Source: an optimization exercise on an open RTL-to-GDS flow (aim: small area, a short achievable clock period and few clock cycles per item). Production flows keep margins and buffers that such runs may drop.
At most, simulation tests tie the RTL to the original design; equivalence was not proved.

==> flow/design.v (excerpt) <==
module dotproduct (
    input  logic         clk_i,
    input  logic         rst_ni,
    input  logic         start_i,
    input  logic [7:0]   nnz_i,
    input  logic [31:0]  a0_i, a1_i, a2_i, a3_i, a4_i,
                         a5_i, a6_i, a7_i, a8_i, a9_i,
    input  logic [31:0]  b0_i, b1_i, b2_i, b3_i, b4_i,
                         b5_i, b6_i, b7_i, b8_i, b9_i,
    input  logic [31:0]  c_i,
    output logic [63:0]  result_o,
    output logic         busy_o,
    output logic         result_valid_o,
    output logic [31:0]  cycle_count_o
);
    logic        fvalid;      
    logic        fetching;    
    logic        flast;       
    logic        valid_q;
    logic [3:0]  cnt_q;       
    logic [9:0]  sel;         
    logic        ch;          
    logic [31:0] M;           
    logic [7:0]  bneg, bone, btwo;    
    logic        sh;          
    logic [63:0] acc;
    wire start_ok = start_i & ~fvalid;
    wire go       = start_ok | fetching;
    logic [31:0] A, B;
    always_comb begin
        A = ({32{sel[0]}} & a0_i) | ({32{sel[1]}} & a1_i) | ({32{sel[2]}} & a2_i) |
            ({32{sel[3]}} & a3_i) | ({32{sel[4]}} & a4_i) | ({32{sel[5]}} & a5_i) |
            ({32{sel[6]}} & a6_i) | ({32{sel[7]}} & a7_i) | ({32{sel[8]}} & a8_i) |
            ({32{sel[9]}} & a9_i);
        B = ({32{sel[0]}} & b0_i) | ({32{sel[1]}} & b1_i) | ({32{sel[2]}} & b2_i) |
            ({32{sel[3]}} & b3_i) | ({32{sel[4]}} & b4_i) | ({32{sel[5]}} & b5_i) |
            ({32{sel[6]}} & b6_i) | ({32{sel[7]}} & b7_i) | ({32{sel[8]}} & b8_i) |
            ({32{sel[9]}} & b9_i);
    end
    logic [9:0] lastsel;
    always_comb begin
        for (int k = 0; k < 10; k++) lastsel[k] = (nnz_i == 8'(k + 1));
    end
    wire nA = (A[31:15] == {17{A[31]}});    
    wire nB = (B[31:15] == {17{B[31]}});
    wire two  = ~nA & ~nB;
    wire [31:0] X  = nB ? A : B;
    wire [16:0] Qn = ch ? A[31:15] : (nB ? {B[15:0], 1'b0} : {A[15:0], 1'b0});
    wire last_chunk = ~two | ch;
    wire last_elem  = |(sel & lastsel);
    wire last_job   = last_chunk & last_elem;
    always_ff @(posedge clk_i) begin
        M     <= X;
        for (int i = 0; i < 8; i++) begin
            bneg[i] <= go & Qn[2*i+2];
  ...
Size: roughly 140 flip-flops, ~780 I/O pins, about 0.027 sq mm of cells after synthesis.
Settings: LEC_CHECK=0, ABC_AREA=1, CAP_MARGIN=20, CORE_MARGIN=2, CORE_UTILIZATION=40, CTS_BUF_LIST=sky130_fd_sc_hd__clkbuf_4 sky130_fd_sc_hd__clkbuf_8, SLEW_MARGIN=20; clock period 15.0 ns.
standard.sh (not shown) runs the stock make flow with config.mk's settings and CLKGATE_MAP_FILE= SYNTH_SCRIPT=/design/flow/synth_recipe.tcl, a recipe that flattens the netlist after the stock synthesis.
==> flow/flow/run.sh <==
#!/bin/bash
set -o pipefail
export BUFFER_PORTS_ARGS="-buffer_cell sky130_fd_sc_hd__buf_1"
bash standard.sh SETUP_SLACK_MARGIN=9.0 finish > standard.log 2>&1
The starting point passed the timing, design-rule and antenna checks.
Next try:
--- a/flow/design.v
+++ b/flow/design.v
@@ -1524,23 +1524,23 @@
     assign fc706 = (acc[59] & ms519) | (acc[59] & mc582) | (ms519 & mc582);
     assign fs707 = acc[60] ^ ms520 ^ mc583;
     assign fc708 = (acc[60] & ms520) | (acc[60] & mc583) | (ms520 & mc583);
     assign fs709 = acc[61] ^ ms521 ^ mc584;
     assign fc710 = (acc[61] & ms521) | (acc[61] & mc584) | (ms521 & mc584);
     assign fs711 = acc[62] ^ ms522 ^ mc585;
     assign fc712 = (acc[62] & ms522) | (acc[62] & mc585) | (ms522 & mc585);
     assign fs713 = acc[63] ^ ms523 ^ mc586;
     assign fc714 = (acc[63] & ms523) | (acc[63] & mc586) | (ms523 & mc586);
     assign fsum = {fs713, fs711, fs709, fs707, fs705, fs703, fs701, fs699, fs697, fs695, fs693, fs691, fs689, fs687, fs685, fs683, fs681, fs679, fs677, fs675, fs673, fs671, fs669, fs667, fs665, fs663, fs661, fs659, fs657, fs655, fs653, fs651, fs649, fs647, fs645, fs643, fs641, fs639, fs637, fs635, fs633, fs631, fs629, fs627, fs625, fs623, fs621, fs619, fs617, fs615, fs613, fs611, fs609, fs607, fs605, fs603, fs601, fs599, fs597, fs595, fs593, fs591, fs589, fs587};
     assign fcar = {fc712, fc710, fc708, fc706, fc704, fc702, fc700, fc698, fc696, fc694, fc692, fc690, fc688, fc686, fc684, fc682, fc680, fc678, fc676, fc674, fc672, fc670, fc668, fc666, fc664, fc662, fc660, fc658, fc656, fc654, fc652, fc650, fc648, fc646, fc644, fc642, fc640, fc638, fc636, fc634, fc632, fc630, fc628, fc626, fc624, fc622, fc620, fc618, fc616, fc614, fc612, fc610, fc608, fc606, fc604, fc602, fc600, fc598, fc596, fc594, fc592, fc590, fc588, mc524};
-    localparam int BW = 32;
+    localparam int BW = 8;
     localparam int NB = 64 / BW;
     logic [NB-2:0] bc;
     logic [63:0]   bcw;
     logic [63:0]   acc_next;
     logic [NB-2:0] bc_next;
     always_comb begin
         bcw = 64'd0;
         for (int k = 1; k < NB; k++) bcw[k*BW] = bc[k-1];
     end
     assign {bc_next[0], acc_next[BW-1:0]} = {1'b0, fsum[BW-1:0]} + {1'b0, fcar[BW-1:0]};
     for (genvar k = 1; k < NB; k++) begin : g_blk
What happened: Fmax climbs slightly; setup slack gets better by 0.081 ns; register-to-register slack improved by 0.03 ns; flip-flop and latch count increases by 6; count of clock-buffer cells in the layout fell by 3; wire length goes up slightly; global-route usage came out higher by 0.77 points; hold slack gains 0.017 ns; die area came out higher slightly; design area came out lower by a few percent.
Testbench counts after the change, summed over its fixed seeds: cycles 18,851, items 2,400.
No functional check of the RTL was part of the first run of this note.

========
Setup of lagoon:
Another version of the RTL of dotproduct (not shown whole).
For scale: roughly 780 I/O pins.
## dotproduct
module dotproduct (
    input  logic         clk_i,
    input  logic         rst_ni,
    input  logic         start_i,
    input  logic [7:0]   nnz_i,
    input  logic [31:0]  a0_i, a1_i, a2_i, a3_i, a4_i,
                         a5_i, a6_i, a7_i, a8_i, a9_i,
    input  logic [31:0]  b0_i, b1_i, b2_i, b3_i, b4_i,
                         b5_i, b6_i, b7_i, b8_i, b9_i,
    input  logic [31:0]  c_i,
    output logic [63:0]  result_o,
    output logic         busy_o,
    output logic         result_valid_o,
    output logic [31:0]  cycle_count_o
);
    logic        fvalid;      
    logic        fetching;    
    logic        flast;       
    logic        valid_q;
    logic [3:0]  cnt_q;       
    logic [9:0]  sel;         
    logic        pend;        
    logic        plast;       
    logic [16:0] P;           
    logic [31:0] M;           
    logic [7:0]  bneg, bone, btwo;    
    logic        sh;          
    logic [63:0] acc;
    wire start_ok = start_i & ~fvalid;
    wire issue0   = start_ok | (fetching & ~pend);    
    wire go       = issue0 | pend;                     
    logic [31:0] A, B;
    always_comb begin
        A = ({32{sel[0]}} & a0_i) | ({32{sel[1]}} & a1_i) | ({32{sel[2]}} & a2_i) |
            ({32{sel[3]}} & a3_i) | ({32{sel[4]}} & a4_i) | ({32{sel[5]}} & a5_i) |
  ...
export LEC_CHECK = 0
export ABC_AREA = 1
export CAP_MARGIN = 20
export CORE_MARGIN = 2
export CORE_UTILIZATION = 40
export SLEW_MARGIN = 20
create_clock -name core_clock -period 15.0 [get_ports {clk_i}]
Scripts as last shown in full above: flow/flow/run.sh
lagoon ended with every stage complete and zero timing, DRC or antenna violations.
[inputs] amber vs lagoon
diff --git a/flow/design.v b/flow/design.v
--- a/flow/design.v
+++ b/flow/design.v
@@ -13,76 +13,77 @@
     output logic         result_valid_o,
     output logic [31:0]  cycle_count_o
 );
     logic        fvalid;      
     logic        fetching;    
     logic        flast;       
     logic        valid_q;
     logic [3:0]  cnt_q;       
     logic [9:0]  sel;         
-    logic        pend;        
-    logic        plast;       
-    logic [16:0] P;           
+    logic        ch;          
     logic [31:0] M;           
     logic [7:0]  bneg, bone, btwo;    
     logic        sh;          
     logic [63:0] acc;
     wire start_ok = start_i & ~fvalid;
-    wire issue0   = start_ok | (fetching & ~pend);    
-    wire go       = issue0 | pend;                     
+    wire go       = start_ok | fetching;
     logic [31:0] A, B;
     always_comb begin
         A = ({32{sel[0]}} & a0_i) | ({32{sel[1]}} & a1_i) | ({32{sel[2]}} & a2_i) |
             ({32{sel[3]}} & a3_i) | ({32{sel[4]}} & a4_i) | ({32{sel[5]}} & a5_i) |
             ({32{sel[6]}} & a6_i) | ({32{sel[7]}} & a7_i) | ({32{sel[8]}} & a8_i) |
             ({32{sel[9]}} & a9_i);
         B = ({32{sel[0]}} & b0_i) | ({32{sel[1]}} & b1_i) | ({32{sel[2]}} & b2_i) |
             ({32{sel[3]}} & b3_i) | ({32{sel[4]}} & b4_i) | ({32{sel[5]}} & b5_i) |
             ({32{sel[6]}} & b6_i) | ({32{sel[7]}} & b7_i) | ({32{sel[8]}} & b8_i) |
             ({32{sel[9]}} & b9_i);
     end
     logic [9:0] lastsel;
     always_comb begin
         for (int k = 0; k < 10; k++) lastsel[k] = (nnz_i == 8'(k + 1));
     end
     wire nA = (A[31:15] == {17{A[31]}});    
     wire nB = (B[31:15] == {17{B[31]}});
     wire two  = ~nA & ~nB;
-    wire [31:0] X  = pend ? M : (nB ? A : B);
-    wire [16:0] Qn = pend ? P : (nB ? {B[15:0], 1'b0} : {A[15:0], 1'b0});
+    wire [31:0] X  = nB ? A : B;
+    wire [16:0] Qn = ch ? A[31:15] : (nB ? {B[15:0], 1'b0} : {A[15:0], 1'b0});
+    wire last_chunk = ~two | ch;
     wire last_elem  = |(sel & lastsel);
+    wire last_job   = last_chunk & last_elem;
     always_ff @(posedge clk_i) begin
         M     <= X;
-        P     <= A[31:15];
-        plast <= last_elem;
         for (int i = 0; i < 8; i++) begin
             bneg[i] <= go & Qn[2*i+2];
             bone[i] <= go & (Qn[2*i] ^ Qn[2*i+1]);
             btwo[i] <= go & ((Qn[2*i+2] & ~Qn[2*i+1] & ~Qn[2*i]) |
                              (~Qn[2*i+2] & Qn[2*i+1] & Qn[2*i]));
         end
-        sh    <= pend;
-        flast <= pend ? plast : (last_elem & ~two);
+        sh    <= ch;
+        flast <= last_job;
     end
     always_ff @(posedge clk_i or negedge rst_ni) begin
         if (!rst_ni) begin
             fvalid   <= 1'b0;
             fetching <= 1'b0;
-            pend     <= 1'b0;
             valid_q  <= 1'b0;
             cnt_q    <= 4'd0;
             sel      <= 10'd1;
+            ch       <= 1'b0;
         end else begin
             fvalid   <= go;
-            pend     <= issue0 & two;
-            if (issue0) begin
-                fetching <= ~last_elem;
-                sel      <= last_elem ? 10'd1 : {sel[8:0], 1'b0};
+            fetching <= go & ~last_job;
+            if (go) begin
+                if (last_chunk) begin
+                    ch  <= 1'b0;
+                    sel <= last_elem ? 10'd1 : {sel[8:0], 1'b0};
+                end else begin
+                    ch  <= 1'b1;
+                end
             end
             if (start_ok) begin
                 valid_q <= 1'b0;
                 cnt_q   <= nnz_i[3:0];
             end else if (fvalid & flast) begin
                 valid_q <= 1'b1;
             end
         end
     end
Notes after the runs:
The die width was comparable across lagoon and amber. Comparing multi-input logic portion of the cell area for lagoon and amber, the smaller number came from lagoon. The total iterations of the first detailed-routing run of amber is lower than that of lagoon. Number of sequential storage elements (amber / lagoon): 0.891. amber vs lagoon — arrival time of data at the critical path endpoint dropped 0.03 ns. Diff lagoon -> amber | achievable clock frequency | up slightly. amber vs. lagoon: minimum clock period after layout went down by 0.029 ns. Height of the chip across lagoon and amber: no real change. Post-layout instance count excluding filler cells for amber: 2.3% up relative to lagoon.
Testbench counts of amber, summed over its fixed seeds: cycles 18,851, items 2,400.
Only the layout flow was run in lagoon; the RTL was not checked for function there.

==> port drivers added, routing unchanged <==
The results above use ideal ports. As a check the final layouts listed here were re-extracted and re-timed, cells and wires unchanged. Step 1 (the two cells are an assumption about what drives the block):
set clk [get_ports {clk_i}]
set_driving_cell -lib_cell sky130_fd_sc_hd__clkbuf_16 $clk
set_driving_cell -lib_cell sky130_fd_sc_hd__buf_2 [delete_from_list [all_inputs] $clk]
Step 2, shift: input delay + t, output delay - t, t = (earliest + latest rising clock arrival at the registers) / 2. This alone moves slack from input paths to output paths. Slacks: no drivers / after step 1 / after step 2; pairs: no drivers / after step 1.
run | t (ns) | setup slack, ns | slew at the worst register clock pin (ns)
the first run of note 1 | 0.607 | 9.044 / 8.983 / 9.056 | 0.10 / 0.10
the second run of note 1 | 0.597 | 9.124 / 9.068 / 8.818 | 0.10 / 0.10
lagoon | 0.557 | 9.079 / 9.016 / 9.121 | 0.08 / 0.08
amber | 0.548 | 9.109 / 9.045 / 8.823 | 0.07 / 0.07
After both steps setup and hold are still met in every run listed. For the second run of note 1, which loses most, drivers alone change the setup slack by -0.056 ns; drivers and shift together by -0.306 ns.
